This design comes from an exercise in tuning for small area on the open sky130 flow, not from production work. In this exercise RTL edits were held to simulation tests only and were not proved equivalent to the original. Power and IR drop assume default switching activity.

== run 1 ==
==> flow/design.v (excerpt) <==
module uart_codec
    (    input 	btnl,  
    input 	clk,   
    input 	btnr,  
    input 	btnd,  
    input 	[15:0] sw,
    input	rxsd,rxck,
    output  reg txck,
    output  txsd,
    output	[6:0] seg,
    output  dp,
    output	[3:0] an,
    output 	reg [15:0] led
    );
export LEC_CHECK = 0
export CAP_MARGIN = 20
export CORE_MARGIN = 2
export CORE_UTILIZATION = 60
export PLACE_DENSITY = 0.7
export SLEW_MARGIN = 20
create_clock -name core_clock -period 10.0 [get_ports {clk}]
standard.sh (not shown) runs the stock make flow with config.mk's settings and CLKGATE_MAP_FILE= SYNTH_SCRIPT=/design/flow/synth_recipe.tcl, a recipe that flattens the netlist after the stock synthesis.
==> flow/flow/run.sh <==
#!/bin/bash
# The standard layout (standard.sh), with three changes:
#  - synthesis maps combinational logic for area (no adder cells, an
#    area-oriented ABC script)
#    (flow/my_synth.tcl; otherwise the standard synthesis script),
#  - every port is buffered with the smallest buffer, sky130_fd_sc_hd__buf_1,
#  - clock tree synthesis inserts no dummy balancing loads.
# Output of the whole run goes to standard_flow.log; each tool's own log is
# under orfs/logs/.
set -euo pipefail
bash standard.sh finish \
  "SYNTH_SCRIPT=$PWD/flow/my_synth.tcl" \
  "BUFFER_PORTS_ARGS=-buffer_cell sky130_fd_sc_hd__buf_1" \
  "CTS_ARGS=-sink_clustering_enable -repair_clock_nets -dont_use_dummy_load -buf_list sky130_fd_sc_hd__clkbuf_8 -sink_clustering_size 40 -sink_clustering_max_diameter 300 -sink_clustering_levels 1" \
  > standard_flow.log 2>&1
==> flow/flow/my_synth.tcl <==
# synth_recipe.tcl (the standard synthesis) with area-oriented changes to the
# combinational mapping only; flip-flop mapping, names and flattening are as in
# the standard synthesis:
#  - adders are left to ABC instead of being mapped to half/full adder cells
#    (no ADDER_MAP_FILE, no Kogge-Stone carry map),
#  - ABC maps with an area-oriented script.
proc synth {args} { yosys synth -nofsm -noshare {*}$args }
proc abc {args} {
  set out {}
  set skip 0
  foreach a $args {
    if {$skip} { set skip 0; continue }
    if {$a in {-script -D -constr}} { set skip 1; continue }
    lappend out $a
  }
  yosys abc -script "+strash;dc2;dch,-f;amap;strash;dc2;dch,-f;amap" {*}$out
}
set ::env(ADDER_MAP_FILE) ""
set ::env(SYNTH_OPERATIONS_ARGS) "-noshare"
source $::env(SCRIPTS_DIR)/synth.tcl
# left out here: clear keep_hierarchy, flatten, clean up, hide names made inside functions, write 1_2_yosys.v
Relative to run 1, the following input files were edited for run 2:
--- a/flow/flow/run.sh
+++ b/flow/flow/run.sh
@@ -14 +14 @@
-  "CTS_ARGS=-sink_clustering_enable -repair_clock_nets -dont_use_dummy_load -buf_list sky130_fd_sc_hd__clkbuf_8 -sink_clustering_size 40 -sink_clustering_max_diameter 300 -sink_clustering_levels 1" \
+  "CTS_ARGS=-sink_clustering_enable -repair_clock_nets -dont_use_dummy_load -buf_list sky130_fd_sc_hd__clkbuf_4 -sink_buffer_max_cap_derate 0.5" \
--- a/flow/flow/my_synth.tcl
+++ b/flow/flow/my_synth.tcl
@@ -6 +6,2 @@
-#  - ABC maps with an area-oriented script.
+#  - ABC maps with an area-oriented script (deepsyn AIG optimisation with a
+#    fixed no-improvement limit, so the result is deterministic, then amap).
@@ -16 +17 @@
-  yosys abc -script "+strash;dc2;dch,-f;amap;strash;dc2;dch,-f;amap" {*}$out
+  yosys abc -script "+strash;&get,-n;&deepsyn,-J,500;&put;dch,-f;amap,-F,4,-A,10;strash;dc2;dch,-f;amap,-F,4,-A,10" {*}$out
Notes after the runs:
- Run 2 against run 1: post-route minimum period went up 34 ps; total die area went down 2.8%; clock group share of total power went down 4.4 points; routed length per instance went down about 2.2%.
- Relative to run 1, the routed metal-1 wire length measured on run 2 has decreased by more than 10%.
- Compared run 2 against run 1; hold slack within noise.
Changes in run 3 relative to run 2:
--- a/flow/flow/run.sh
+++ b/flow/flow/run.sh
@@ -14 +14 @@
-  "CTS_ARGS=-sink_clustering_enable -repair_clock_nets -dont_use_dummy_load -buf_list sky130_fd_sc_hd__clkbuf_4 -sink_buffer_max_cap_derate 0.5" \
+  "CTS_ARGS=-sink_clustering_enable -repair_clock_nets -dont_use_dummy_load -buf_list {sky130_fd_sc_hd__clkbuf_4 sky130_fd_sc_hd__clkbuf_8}" \
--- a/flow/flow/my_synth.tcl
+++ b/flow/flow/my_synth.tcl
@@ -6,2 +6 @@
-#  - ABC maps with an area-oriented script (deepsyn AIG optimisation with a
-#    fixed no-improvement limit, so the result is deterministic, then amap).
+#  - ABC maps with an area-oriented script.
@@ -17 +16 @@
-  yosys abc -script "+strash;&get,-n;&deepsyn,-J,500;&put;dch,-f;amap,-F,4,-A,10;strash;dc2;dch,-f;amap,-F,4,-A,10" {*}$out
+  yosys abc -script "+strash;dc2;dch,-f;amap;strash;dc2;dch,-f;amap" {*}$out
## What came out
NOTE: overall global routing resource usage in run 3 exceeds that of run 2
Compared to run 2, run 3 shows a wider setup margin.
Taking run 2 as 1.0, run 3 lands at 1.09 on routed wire length.
For the area of all placed cells without fillers, run 3 came in 240 sq um higher than run 2 did.
Summary of run 3 over run 2: met3 usage in global routing now smaller, minimum period implied by the final worst setup slack now smaller, synthesized instance count now larger.
Diff run 2 -> run 3: overall power consumption up 17%; total placed cells including tap cells higher.
### run 3 -> run 4
--- a/flow/flow/run.sh
+++ b/flow/flow/run.sh
@@ -14 +14 @@
-  "CTS_ARGS=-sink_clustering_enable -repair_clock_nets -dont_use_dummy_load -buf_list {sky130_fd_sc_hd__clkbuf_4 sky130_fd_sc_hd__clkbuf_8}" \
+  "CTS_ARGS=-sink_clustering_enable -repair_clock_nets -dont_use_dummy_load -buf_list sky130_fd_sc_hd__clkbuf_16 -sink_clustering_size 40 -sink_clustering_max_diameter 300" \
- Run 4 vs run 3: total length of routed wires up by a little under 10%
- Run 4 vs run 3 — clock network fraction of total power rose 9.5 points.
- Synthesis-to-layout area growth ended up 4.0 points higher on run 4 than on run 3.
- Taking run 3 as the reference, in run 4 worst clock skew held steady; hold-fix buffer count after cts held steady; total power grew by 0.17 mW.
- The setup slack of run 4 was inferior to that of run 3.
- Core util | run 4 vs run 3 | run 4 higher

---

## build 54
The RTL this note starts from:
==> flow/design.v <==
module uart_codec
    (    input 	btnl,  
    input 	clk,   
    input 	btnr,  
    input 	btnd,  
    input 	[15:0] sw,
    input	rxsd,rxck,
    output  reg txck,
    output  reg txsd,
    output	[6:0] seg,
    output  dp,
    output	[3:0] an,
    output 	reg [15:0] led
    );
wire rst = btnl;
reg [5:0] cnt;
wire tick_g = (cnt == 6'd0) & ~txck;    
wire tick_f = (cnt == 6'd1) & ~txck;    
wire tick_r = (cnt == 6'd1) &  txck;    
wire tick_l = (cnt == 6'd3) & ~txck;    
always @(posedge clk or posedge rst)
    if (rst) begin
        cnt <= 0; txck <= 0;
    end else if (cnt == 6'd49) begin
        cnt <= 0; txck <= ~txck;
    end else
        cnt <= cnt + 1'b1;
reg r0, r1, rkey; reg [4:0] rbc;
reg d0, d1, dkey; reg [4:0] dbc;
always @(posedge clk or posedge rst)
    if (rst) begin
        r0 <= 0; r1 <= 0; rbc <= 0; rkey <= 0;
        d0 <= 0; d1 <= 0; dbc <= 0; dkey <= 0;
    end else if (tick_f) begin
        r0 <= btnr; r1 <= r0;
        if (r0 ^ r1) rbc <= 0; else if (rbc != 5'd29) rbc <= rbc + 1'b1;
        if (rbc == 5'd29) rkey <= r1;
        d0 <= btnd; d1 <= d0;
        if (d0 ^ d1) dbc <= 0; else if (dbc != 5'd29) dbc <= dbc + 1'b1;
        if (dbc == 5'd29) dkey <= d1;
    end
reg k0, k1, lsel;
always @(posedge clk or posedge rst)
    if (rst) begin
        k0 <= 0; k1 <= 0; lsel <= 0;
    end else begin
        k0 <= dkey; k1 <= k0;
        if (k0 & ~k1) lsel <= ~lsel;
    end
assign seg = 7'b1111111;
assign dp  = 1'b0;
assign an  = {lsel, ~lsel, ~lsel, lsel};
reg st0, st1;
always @(posedge clk or posedge rst)
    if (rst) begin
        st0 <= 0; st1 <= 0;
    end else if (tick_f) begin
        st0 <= rkey; st1 <= st0;
    end
wire sten = st0 & ~st1;
reg [3:0] tb; reg [1:0] tby;
wire tld = (tb == 4'd5) | (tb == 4'd10);
always @(posedge clk or posedge rst)
    if (rst) begin
        tb <= 4'd15; tby <= 0;
    end else if (tick_r) begin
        if (sten) begin
            tb <= (tb == 4'd4) ? 4'd10 : 4'd0; tby <= 0;
        end else if (tb == 4'd10)
            tb <= 4'd1;
        else if (tb < 4'd9)
            tb <= tb + 1'b1;
        else if (tb == 4'd9) begin
            if (tby != 2'd3) begin
                tb <= 0; tby <= tby + 1'b1;
            end else
                tb <= 4'd15;
        end
    end
reg [3:0] tc;       
reg [3:0] tnib;
reg tnx;
wire [3:0] sw_nib = (tby == 2'd0) ? sw[15:12] : (tby == 2'd1) ? sw[11:8] :
                    (tby == 2'd2) ? sw[7:4] : sw[3:0];
wire       tlet = (tnib > 4'd9);
wire [3:0] tlo  = tlet ? (tnib - 4'd9) : tnib;
wire [7:0] tch  = {1'b0, tlet, ~tlet, ~tlet, tlo};
reg tbit;
always @* begin
    case (tc)
    4'd0: tbit = 1'b0;
    4'd1: tbit = tch[0];
    4'd2: tbit = tch[1];
    4'd3: tbit = tch[2];
    4'd4: tbit = tch[3];
    4'd5: tbit = tch[4];
    4'd6: tbit = tch[5];
    4'd7: tbit = tch[6];
    4'd8: tbit = tch[7];
    default: tbit = 1'b1;
    endcase
end
always @(posedge clk)
    if (tick_g) begin
        tnx <= tbit;
        if (tld) tnib <= sw_nib;
    end
always @(posedge clk or posedge rst)
    if (rst) begin
        tc <= 4'd9; txsd <= 1'b1;
    end else begin
        if (tick_f) txsd <= tnx;
        if (tick_r) begin
            if (tld) tc <= 0;
            else if (tc != 4'd9) tc <= tc + 1'b1;
        end
    end
reg rxc0, rxc1, rxsdi;
reg [3:0] rb;       
reg [3:0] rc;       
reg [7:0] pd;
reg rxen, rnpd;
reg rxv; reg [3:0] rxn;    
wire rrise = rxc0 & ~rxc1;
wire rfall = rxc1 & ~rxc0;
wire pd_dig = (pd[7:4] == 4'd3) & (pd[3:0] < 4'd10);
wire pd_let = (pd[7:4] == 4'd4) & (pd[3:0] > 4'd0) & (pd[3:0] < 4'd7);
always @(posedge clk or posedge rst)
    if (rst) begin
        rxc0 <= 0; rxc1 <= 0;
        rxsdi <= 1; rb <= 4'd10; rc <= 4'd10;
        rxen <= 0; rnpd <= 0; rxv <= 0;
    end else begin
        rxc0 <= rxck; rxc1 <= rxc0;
        if (rrise) begin
            rxsdi <= rxsd;
            if ((rb >= 4'd9) & ~rxsd) rb <= 0;
            else if (rb != 4'd10) rb <= rb + 1'b1;
            rxen <= (rc < 4'd10);
            rnpd <= (rc == 4'd3) | (rc == 4'd4);
            if (rc == 4'd0) rxv <= pd_dig | pd_let;
            else if (rc == 4'd10) rxv <= 1'b0;
        end
        if (rfall) begin
            if ((rb == 4'd9) & rxsd) rc <= 0;
            else if (rc != 4'd10) rc <= rc + 1'b1;
        end
    end
always @(posedge clk) begin
    if (rfall)
        case (rb)
        4'd1: pd[0] <= rxsdi;
        4'd2: pd[1] <= rxsdi;
        4'd3: pd[2] <= rxsdi;
        4'd4: pd[3] <= rxsdi;
        4'd5: pd[4] <= rxsdi;
        4'd6: pd[5] <= rxsdi;
        4'd7: pd[6] <= rxsdi;
        4'd8: pd[7] <= rxsdi;
        default: ;
        endcase
    if (rrise & (rc == 4'd0))
        rxn <= pd_let ? (pd[3:0] + 4'd9) : pd[3:0];
end
reg rx0, rx1, rn0, rn1, upd;
reg [2:0] rby;
reg v0, v1, v2;
reg [3:0] n0, n1, n2;
reg [3:0] nb0, nb1, nb2, nb3;
wire rnr = rn0 & ~rn1;
always @(posedge clk or posedge rst)
    if (rst) begin
        rx0 <= 0; rx1 <= 0; rn0 <= 0; rn1 <= 0; upd <= 0;
        rby <= 3'd7; v0 <= 0; v1 <= 0; v2 <= 0;
        nb0 <= 0; nb1 <= 0; nb2 <= 0; nb3 <= 0;
    end else begin
        rx0 <= rxen; rx1 <= rx0; rn0 <= rnpd; rn1 <= rn0;
        if (rx0 & ~rx1) rby <= 0;
        else if (rn1 & ~rn0) rby <= rby + 1'b1;
        else if (~rxen) rby <= 3'd7;
        if (rnr) begin
            if (rby == 3'd0) v0 <= rxv;
            if (rby == 3'd1) v1 <= rxv;
            if (rby == 3'd2) v2 <= rxv;
        end
        upd <= rnr & (rby == 3'd3);
        if (upd) begin
            if (v0) nb0 <= n0;
            if (v1) nb1 <= n1;
            if (v2) nb2 <= n2;
            if (rxv) nb3 <= rxn;
        end
    end
always @(posedge clk)
    if (rnr) begin
        if (rby == 3'd0) n0 <= rxn;
        if (rby == 3'd1) n1 <= rxn;
        if (rby == 3'd2) n2 <= rxn;
    end
always @(posedge clk or posedge rst)
    if (rst) led <= 0;
    else if (lsel) led <= {nb0, nb1, nb2, nb3};
    else led <= sw;
endmodule
clock: 10.0 ns
lec_check: 0
cap_margin: 20
core_margin: 2
core_utilization: 85
place_density: 0.9
slew_margin: 20
run.sh (not shown) runs the stock make flow with config.mk's settings and CLKGATE_MAP_FILE= SYNTH_SCRIPT=/design/flow/synth_recipe.tcl, a recipe that flattens the netlist after the stock synthesis.
Stock flow here: none of the scripts above is used.
Build 54 | ERROR | global placement
The following lists how build 2 was set up differently from build 54:
- a change of PLACE_DENSITY from 0.9 to 0.8
- an added CTS_BUF_LIST of sky130_fd_sc_hd__clkbuf_8
- a change of CORE_UTILIZATION from 85 to 70
- an added CTS_CLUSTER_DIAMETER of 300
- an added CTS_CLUSTER_SIZE of 60
--- outcome ---
Build 2 finished every stage and its layout cleared the timing, design-rule and antenna checks.
Reported for build 54 and build 2, total of buffers placed on input and output ports turned out identical to the last digit.
Summary of build 2 over build 54: total standard cell area after synthesis was more or less identical; die extent in x went up by 8.6 µm.
Going from build 54 to build 2, starting density of the core -16 points, die height +8.6 µm, share of the synthesized area in compound gates (AO/OA/AOI/OAI) ~0 delta, site row count +3.
Synthesized instance count came out exactly the same in build 54 and build 2.
Count of unique library cells instantiated by Yosys of build 2 is on par with build 54.
XOR/XNOR share of the synthesized area: build 2 vs build 54 identical
## Diff of input files: build 30 against build 2
- clearing CTS_CLUSTER_DIAMETER, which used to be 300
- clearing CTS_CLUSTER_SIZE, which used to be 60
- clearing CTS_BUF_LIST, which used to be sky130_fd_sc_hd__clkbuf_8
## What came out
- In the flow results for build 2 and build 30, the fraction of power consumed by sequential logic is larger on build 2.
- The wire length of the first global-routing pass reported for build 30 is greater than that of build 2 by 660 µm.
- Build 30 ends up with higher area added between synthesis and finish than build 2 does.
- Non-clock buffer count came out exactly the same in build 2 and build 30.
- As far as layout cell share with drive strength beyond 1 is concerned, build 2 and build 30 perform about the same.
- Compared with build 2, build 30 shows a lower detailed-router iteration count before antenna repair.
- Setup slack: build 30 less than build 2
- In the final reports, the cell area of build 30 is larger than that of build 2.
Modified inputs, build 49 compared to build 30
- putting CTS_BUF_LIST at sky130_fd_sc_hd__clkbuf_4 where nothing was set
- putting CTS_CLUSTER_SIZE at 30 where nothing was set
- putting CTS_CLUSTER_DIAMETER at 150 where nothing was set
==> run summary <==
Going from build 30 to build 49, fill cell total of the finished layout grew by more than 10%.
Build 49 reports a lower delay of the slowest critical-path stage than build 30 does.
Delta (build 49 minus build 30): slew at the pin closest to its max-slew limit decreased by 0.0084 ns relative to the old numbers; overall power after layout now sits lower; number of vias after detailed routing fell about 1.3%; wire length moved down; wire length of the first global-routing pass moved down.
Build 49 vs build 30: portion of the clock cycle consumed by the worst path in the final layout down
Between build 49 and build 30, it is build 49 whose wire length the detailed router placed on met1 is lower, by 3.2%.

---

## quartz
uart_codec with an RTL version that a note above also has.
Size in the first run: about 460 cells after synthesis, about 110 flip-flops, roughly 4800 sq um of cells after synthesis.
// uart_codec
module uart_codec
    (    input 	btnl,  
    input 	clk,   
    input 	btnr,  
    input 	btnd,  
    input 	[15:0] sw,
    input	rxsd,rxck,
    output  reg txck,
    output  txsd,
    output	[6:0] seg,
    output  dp,
    output	[3:0] an,
    output 	reg [15:0] led
    );
wire rst = btnl;
reg [5:0] cnt;
wire c49 = (cnt == 6'b100000);
wire tick_g = (cnt == 6'b000000) & ~txck;    
wire tick_f = (cnt == 6'b000001) & ~txck;    
wire tick_r = (cnt == 6'b000001) &  txck;    
wire tick_l = (cnt == 6'b000111) & ~txck;    
always @(posedge clk or posedge rst)
    if (rst) begin
        cnt <= 0; txck <= 0;
    end else begin
        cnt <= {cnt[4:0], ~(cnt[5] ^ cnt[4]) ^ (cnt == 6'b110001)};
        if (c49) txck <= ~txck;
    end
wire start, key;
debounce u_debounce0 (.rst(rst), .clk(clk), .tick(tick_f), .btn(btnr), .key(start));
debounce u_debounce1 (.rst(rst), .clk(clk), .tick(tick_f), .btn(btnd), .key(key));
reg kp, lsel;
always @(posedge clk or posedge rst)
    if (rst) begin
        kp <= 0; lsel <= 0;
    end else if (tick_l) begin
        kp <= key;
        if (key & ~kp) lsel <= ~lsel;
    end
assign seg = 7'b1111111;
assign dp  = 1'b0;
assign an  = {lsel, ~lsel, ~lsel, lsel};
uart_tx u_uart_tx (.rst(rst), .clk(clk), .tick_g(tick_g), .tick_f(tick_f), .tick_r(tick_r),
  ...
export LEC_CHECK = 0
export CAP_MARGIN = 20
export CORE_MARGIN = 2
export CORE_UTILIZATION = 60
export PLACE_DENSITY = 0.7
export SLEW_MARGIN = 20
create_clock -name core_clock -period 10.0 [get_ports {clk}]
standard.sh (not shown) runs the stock make flow with config.mk's settings and CLKGATE_MAP_FILE= SYNTH_SCRIPT=/design/flow/synth_recipe.tcl, a recipe that flattens the netlist after the stock synthesis.
==> flow/flow/run.sh <==
#!/bin/bash
# The standard layout (standard.sh), with three changes:
#  - synthesis maps combinational logic for area (no adder cells, an
#    area-oriented ABC script)
#    (flow/my_synth.tcl; otherwise the standard synthesis script),
#  - every port is buffered with the smallest buffer, sky130_fd_sc_hd__buf_1,
#  - clock tree synthesis inserts no dummy balancing loads.
# Output of the whole run goes to standard_flow.log; each tool's own log is
# under orfs/logs/.
set -euo pipefail
bash standard.sh finish \
  "SYNTH_SCRIPT=$PWD/flow/my_synth.tcl" \
  "BUFFER_PORTS_ARGS=-buffer_cell sky130_fd_sc_hd__buf_1" \
  "CTS_ARGS=-sink_clustering_enable -repair_clock_nets -dont_use_dummy_load -buf_list sky130_fd_sc_hd__clkbuf_4 -sink_buffer_max_cap_derate 0.3" \
  > standard_flow.log 2>&1
==> flow/flow/my_synth.tcl <==
# synth_recipe.tcl (the standard synthesis) with area-oriented changes to the
# combinational mapping only; flip-flop mapping, names and flattening are as in
# the standard synthesis:
#  - adders are left to ABC instead of being mapped to half/full adder cells
#    (no ADDER_MAP_FILE, no Kogge-Stone carry map),
#  - ABC maps with an area-oriented script.
proc synth {args} { yosys synth -nofsm -noshare {*}$args }
proc abc {args} {
  set out {}
  set skip 0
  foreach a $args {
    if {$skip} { set skip 0; continue }
    if {$a in {-script -D -constr}} { set skip 1; continue }
    lappend out $a
  }
  yosys abc -script "+strash;dc2;dch,-f;amap;strash;dc2;dch,-f;amap" {*}$out
}
set ::env(ADDER_MAP_FILE) ""
set ::env(SYNTH_OPERATIONS_ARGS) "-noshare"
source $::env(SCRIPTS_DIR)/synth.tcl
# left out here: clear keep_hierarchy, flatten, clean up, hide names made inside functions, write 1_2_yosys.v
> inputs changed (quartz -> juniper)
--- a/flow/flow/run.sh
+++ b/flow/flow/run.sh
@@ -13,3 +13,3 @@
   "BUFFER_PORTS_ARGS=-buffer_cell sky130_fd_sc_hd__buf_1" \
-  "CTS_ARGS=-sink_clustering_enable -repair_clock_nets -dont_use_dummy_load -buf_list sky130_fd_sc_hd__clkbuf_4 -sink_buffer_max_cap_derate 0.3" \
+  "CTS_ARGS=-sink_clustering_enable -repair_clock_nets -dont_use_dummy_load -buf_list sky130_fd_sc_hd__clkbuf_4 -sink_buffer_max_cap_derate 0.5" \
   > standard_flow.log 2>&1
--- a/flow/flow/my_synth.tcl
+++ b/flow/flow/my_synth.tcl
@@ -5,3 +5,4 @@
 #    (no ADDER_MAP_FILE, no Kogge-Stone carry map),
-#  - ABC maps with an area-oriented script.
+#  - ABC maps with an area-oriented script (deepsyn AIG optimisation with a
+#    fixed no-improvement limit, so the result is deterministic, then amap).
 proc synth {args} { yosys synth -nofsm -noshare {*}$args }
@@ -15,3 +16,3 @@
   }
-  yosys abc -script "+strash;dc2;dch,-f;amap;strash;dc2;dch,-f;amap" {*}$out
+  yosys abc -script "+strash;&get,-n;&deepsyn,-J,500;&put;dch,-f;amap;strash;dc2;dch,-f;amap" {*}$out
 }
Results
Taking quartz as the reference point, the cell internal power dissipation of juniper falls by 3.2%.
juniper vs quartz, die area went down by about 2.5%.
Between quartz and juniper, the final hold slack is higher for quartz.
an[2] as the worst setup path endpoint was reported by quartz, and an[1] by juniper.
Looking at summed area of non-filler cells in the final layout, juniper sits about 2.5% lower than quartz does.
Of quartz and juniper, the run reporting the higher endpoint arrival time on the critical path was juniper.
Relative to quartz, the die boundary height measured on juniper has decreased slightly.
Input changes introduced in maple (baseline for comparison: juniper):
--- a/flow/flow/my_synth.tcl
+++ b/flow/flow/my_synth.tcl
@@ -5,4 +5,3 @@
 #    (no ADDER_MAP_FILE, no Kogge-Stone carry map),
-#  - ABC maps with an area-oriented script (deepsyn AIG optimisation with a
-#    fixed no-improvement limit, so the result is deterministic, then amap).
+#  - ABC maps with an area-oriented script.
 proc synth {args} { yosys synth -nofsm -noshare {*}$args }
@@ -16,3 +15,3 @@
   }
-  yosys abc -script "+strash;&get,-n;&deepsyn,-J,500;&put;dch,-f;amap;strash;dc2;dch,-f;amap" {*}$out
+  yosys abc -script "+strash;dc2;dch,-f;amap;strash;dc2;dch,-f;amap" {*}$out
 }
## What came out
Taking maple over juniper, the total power ratio works out to 1.05. juniper → maple: shortest period the worst path allows moved down; sequential cell area share moved down; global-route wire length before repair moved up; placed cell count moved up; worst setup slack moved up.
Edits applied to the flow inputs when going from maple to willow:
--- a/flow/flow/run.sh
+++ b/flow/flow/run.sh
@@ -13,3 +13,3 @@
   "BUFFER_PORTS_ARGS=-buffer_cell sky130_fd_sc_hd__buf_1" \
-  "CTS_ARGS=-sink_clustering_enable -repair_clock_nets -dont_use_dummy_load -buf_list sky130_fd_sc_hd__clkbuf_4 -sink_buffer_max_cap_derate 0.5" \
+  "CTS_ARGS=-sink_clustering_enable -repair_clock_nets -dont_use_dummy_load -buf_list sky130_fd_sc_hd__clkbuf_8" \
   > standard_flow.log 2>&1
- Sort maple and willow by standby leakage power asc -> top: maple
- Compared with maple, willow shows number of global-route vias before repair higher by 30.
- Pin slew with the least headroom to its limit delta for willow relative to maple: 29 ps lower
- Lower net switching power goes to maple over willow.
- From willow to maple, core region area did not move at all.
- willow ends up with higher met3 routing resource usage after global routing than maple does.
- Cmp willow vs maple: overall track demand over capacity in global routing higher in willow
- Against maple, power per cell area in willow rose by a few percent.

==> port drivers added, routing unchanged <==
How much do the figures lean on ideal ports? The routed layouts below were timed once more, with nothing changed but the port constraints.
Step 1 sets driving cells, clkbuf_16 on the clock port and buf_2 on the other inputs (assumed; they add their load-dependent delay and slew).
Step 2 moves the port delays by t, midway between the first and last clock arrival at a register: inputs arrive t later, outputs are due t later. That takes back most of the time a late clock gives input paths.
Slacks: ideal / step 1 / step 2; pairs: ideal / step 1.
run | t, ns | setup WS [ns] | worst hold slack (ns) | worst register clock-pin slew, ns | worst data-port slew with drivers (ns)
run 1 | 0.428 | 6.073 / 6.043 / 5.897 | 0.370 / 0.370 / 0.370 | 0.07 / 0.07 | 0.03
run 2 | 0.499 | 6.039 / 6.015 / 6.514 | 0.371 / 0.371 / 0.371 | 0.11 / 0.11 | 0.04
run 3 | 0.428 | 6.073 / 6.043 / 5.897 | 0.370 / 0.370 / 0.370 | 0.07 / 0.07 | 0.03
run 4 | 0.425 | 6.043 / 6.007 / 5.898 | 0.370 / 0.370 / 0.370 | 0.05 / 0.05 | 0.03
build 2 | 0.457 | 5.969 / 5.934 / 6.391 | 0.375 / 0.375 / 0.375 | 0.08 / 0.08 | 0.04
build 30 | 0.544 | 5.824 / 5.791 / 6.335 | 0.374 / 0.374 / 0.374 | 0.06 / 0.06 | 0.04
build 49 | 0.536 | 5.877 / 5.847 / 6.384 | 0.367 / 0.367 / 0.367 | 0.12 / 0.12 | 0.04
quartz | 0.488 | 6.005 / 5.977 / 5.873 | 0.376 / 0.376 / 0.376 | 0.10 / 0.10 | 0.03
juniper | 0.503 | 5.899 / 5.871 / 6.374 | 0.371 / 0.371 / 0.371 | 0.11 / 0.11 | 0.03
maple | 0.488 | 6.005 / 5.977 / 5.873 | 0.376 / 0.376 / 0.376 | 0.10 / 0.10 | 0.03
willow | 0.428 | 6.073 / 6.043 / 5.897 | 0.370 / 0.370 / 0.370 | 0.07 / 0.07 | 0.03
After both steps every run listed still meets setup and hold.
